What follows belongs to an exercise in optimizing a design on an open flow for small area, a short achievable clock period and few clock cycles per item; a production flow would make more cautious choices.
Only simulation tests tie the RTL to the original design; equivalence was not proved.

==> inputs of build 68 <==
// fbindct_8bit
module fbindct_8bit #(
  parameter IN_WIDTH = 8,
  parameter INT_BITS = 6,
  parameter FRAC_BITS = 6,
  parameter INTER_WIDTH = IN_WIDTH + INT_BITS + FRAC_BITS,
  parameter OUT_WIDTH = 20
)(
  input                                        clk,
  input                                        rst,
  input signed [8*IN_WIDTH-1:0]                x_in,
  input                                        ready_in,
  input                                        load,
  output                                       valid_out,
  output signed [8*OUT_WIDTH-1:0]              y_out
);
  wire signed [7:0] x0 = x_in[ 7: 0];
  wire signed [7:0] x1 = x_in[15: 8];
  wire signed [7:0] x2 = x_in[23:16];
  wire signed [7:0] x3 = x_in[31:24];
  wire signed [7:0] x4 = x_in[39:32];
  wire signed [7:0] x5 = x_in[47:40];
  wire signed [7:0] x6 = x_in[55:48];
  wire signed [7:0] x7 = x_in[63:56];
  reg vld;
  always @(posedge clk) begin
    if (rst)
      vld <= 1'b0;
    else if (load)
      vld <= 1'b1;
    else if (ready_in)
      vld <= 1'b0;
  end
  assign valid_out = vld;
  wire [8:0] n0_a = {{1{x0[7]}}, x0};
  wire [8:0] n0_b = {{1{x7[7]}}, x7};
  wire [8:0] n0_p = n0_a ^ n0_b;
  wire [8:0] n0_g = n0_a & n0_b;
  wire n0_G1 = n0_g[1] | (n0_p[1] & n0_g[0]);
  wire n0_G2 = n0_g[2] | (n0_p[2] & n0_G1);
  wire n0_G3 = n0_g[3] | (n0_p[3] & n0_G2);
  wire n0_G4 = n0_g[4] | (n0_p[4] & n0_G3);
  wire n0_G5 = n0_g[5] | (n0_p[5] & n0_G4);
  wire n0_G6 = n0_g[6] | (n0_p[6] & n0_G5);
  wire n0_G7 = n0_g[7] | (n0_p[7] & n0_G6);
  wire n0_G8 = n0_g[8] | (n0_p[8] & n0_G7);
  wire [8:0] n0 = {n0_p[8] ^ n0_G7, n0_p[7] ^ n0_G6, n0_p[6] ^ n0_G5, n0_p[5] ^ n0_G4, n0_p[4] ^ n0_G3, n0_p[3] ^ n0_G2, n0_p[2] ^ n0_G1, n0_p[1] ^ n0_g[0], n0_p[0]};
  wire [8:0] n7_a = {{1{x0[7]}}, x0};
  wire [8:0] n7_b = ~{{1{x7[7]}}, x7};
  wire [8:0] n7_p = n7_a ^ n7_b;
  wire [8:0] n7_g = n7_a & n7_b;
  wire n7_g0 = n7_a[0] | n7_b[0];
  wire n7_G1 = n7_g[1] | (n7_p[1] & n7_g0);
  wire n7_G2 = n7_g[2] | (n7_p[2] & n7_G1);
  wire n7_G3 = n7_g[3] | (n7_p[3] & n7_G2);
  ...
export LEC_CHECK = 0
export ABC_AREA = 1
export CAP_MARGIN = 20
export CORE_MARGIN = 2
export CORE_UTILIZATION = 40
export CTS_BUF_LIST = sky130_fd_sc_hd__clkbuf_4 sky130_fd_sc_hd__clkbuf_8
export SETUP_SLACK_MARGIN = 4.0
export SLEW_MARGIN = 20
export SYNTH_HIERARCHICAL = 1
export TNS_END_PERCENT = 50
create_clock -name core_clock -period 10.0 [get_ports {clk}]
standard.sh (not shown) runs the stock make flow with config.mk's settings and CLKGATE_MAP_FILE= SYNTH_SCRIPT=/design/flow/synth_recipe.tcl, a recipe that flattens the netlist after the stock synthesis.
==> flow/flow/run.sh <==
#!/bin/bash
# The standard layout, with plain buf_1 cells as the port buffers instead of the
# delay buffers buffer_ports picks by default. Every port still gets its buffer.
set -euo pipefail
bash standard.sh "BUFFER_PORTS_ARGS=-buffer_cell sky130_fd_sc_hd__buf_1" finish > standard_flow.log 2>&1
==> inputs of trial 22, as changes to build 68 <==
TNS_END_PERCENT = 20   (was 50)
==> inputs of build 84, as changes to build 68 <==
SETUP_SLACK_MARGIN = 4.6   (was 4.0)
TNS_END_PERCENT = not set   (was 50)
==> inputs of build 53, as changes to build 68 <==
CORE_UTILIZATION = 60   (was 40)
PLACE_DENSITY = 0.75   (was not set)
TNS_END_PERCENT = not set   (was 50)
==> qor summary <==
| metric | build 53 | build 84 | trial 22 | build 68 |
|---|---|---|---|---|
| Proportion of cell area occupied by multi-input gates | 62.22% | 59.48% | 61.32% | 61.32% |
| Multi-input combinational cell area | 8564 µm² | 9368 µm² | 8548 µm² | 8592 µm² |
| Die footprint | 21740 µm² | 32280 µm² | 32280 µm² | 32280 µm² |
| Tcrit/Tclk final | 59.47% | 59.15% | 59.28% | 59.15% |
| Die width | 147.4 µm | 179.7 µm | 179.7 µm | 179.7 µm |
| Max Freq | 0.1682 GHz | 0.1691 GHz | 0.1687 GHz | 0.1691 GHz |
| Global-route met1 utilization | 32.94% | 22.63% | 23.39% | 23.37% |
| First-pass GRT wire length | 40.22 mm | 44.23 mm | 43.53 mm | 43.59 mm |
| Final Util | 68.03% | 51.62% | 45.69% | 45.92% |
| Row count | 52 | 64 | 64 | 64 |
| Highest net fanout along the worst path | 3 | 2 | 5 | 5 |
| Run status | no timing/DRC/antenna violations | no timing/DRC/antenna violations | no timing/DRC/antenna violations | no timing/DRC/antenna violations |
| Clock buffer cells | 10 | 10 | 9 | 9 |
| Combined global-route utilization of all metal layers | 24.01% | 17.53% | 17.06% | 17.08% |
| Tmin final | 5.947 ns | 5.915 ns | 5.928 ns | 5.915 ns |
Testbench counts of build 68, summed over its fixed seeds: cycles 4,096, rows 2,048.
Testbench counts of trial 22, summed over its fixed seeds: cycles 4,096, rows 2,048.
Testbench counts of build 84, summed over its fixed seeds: cycles 4,096, rows 2,048.
Testbench counts of build 53, summed over its fixed seeds: cycles 4,096, rows 2,048.

port drivers added, routing unchanged:
The results above use ideal ports. As a check the final layouts listed here were re-extracted and re-timed, cells and wires unchanged. Step 1: set_driving_cell puts a clkbuf_16 on clk and a buf_2 on each other input, an assumption about the parent block. Step 2, shift: input delay + t, output delay - t, t = (earliest + latest rising clock arrival at the registers) / 2. This alone moves slack from input paths to output paths. a / b / c = ideal / step 1 / step 2; a / b = the first two.
| run | t (ns) | slack for setup (ns) | latest minus earliest clock arrival (ns) | pins driven straight from the clock port |
|---|---|---|---|---|
| build 68 | 0.402 | 4.085 / 4.047 / 3.716 | 0.013 / 0.013 | 1 |
| trial 22 | 0.405 | 4.072 / 4.034 / 3.695 | 0.016 / 0.016 | 1 |
| build 84 | 0.408 | 4.085 / 4.046 / 3.977 | 0.011 / 0.011 | 1 |
| build 53 | 0.399 | 4.053 / 4.020 / 3.742 | 0.005 / 0.006 | 1 |
After both steps setup and hold are still met in every run listed. For trial 22, which loses most, drivers alone change the setup slack by -0.038 ns; drivers and shift together by -0.377 ns.
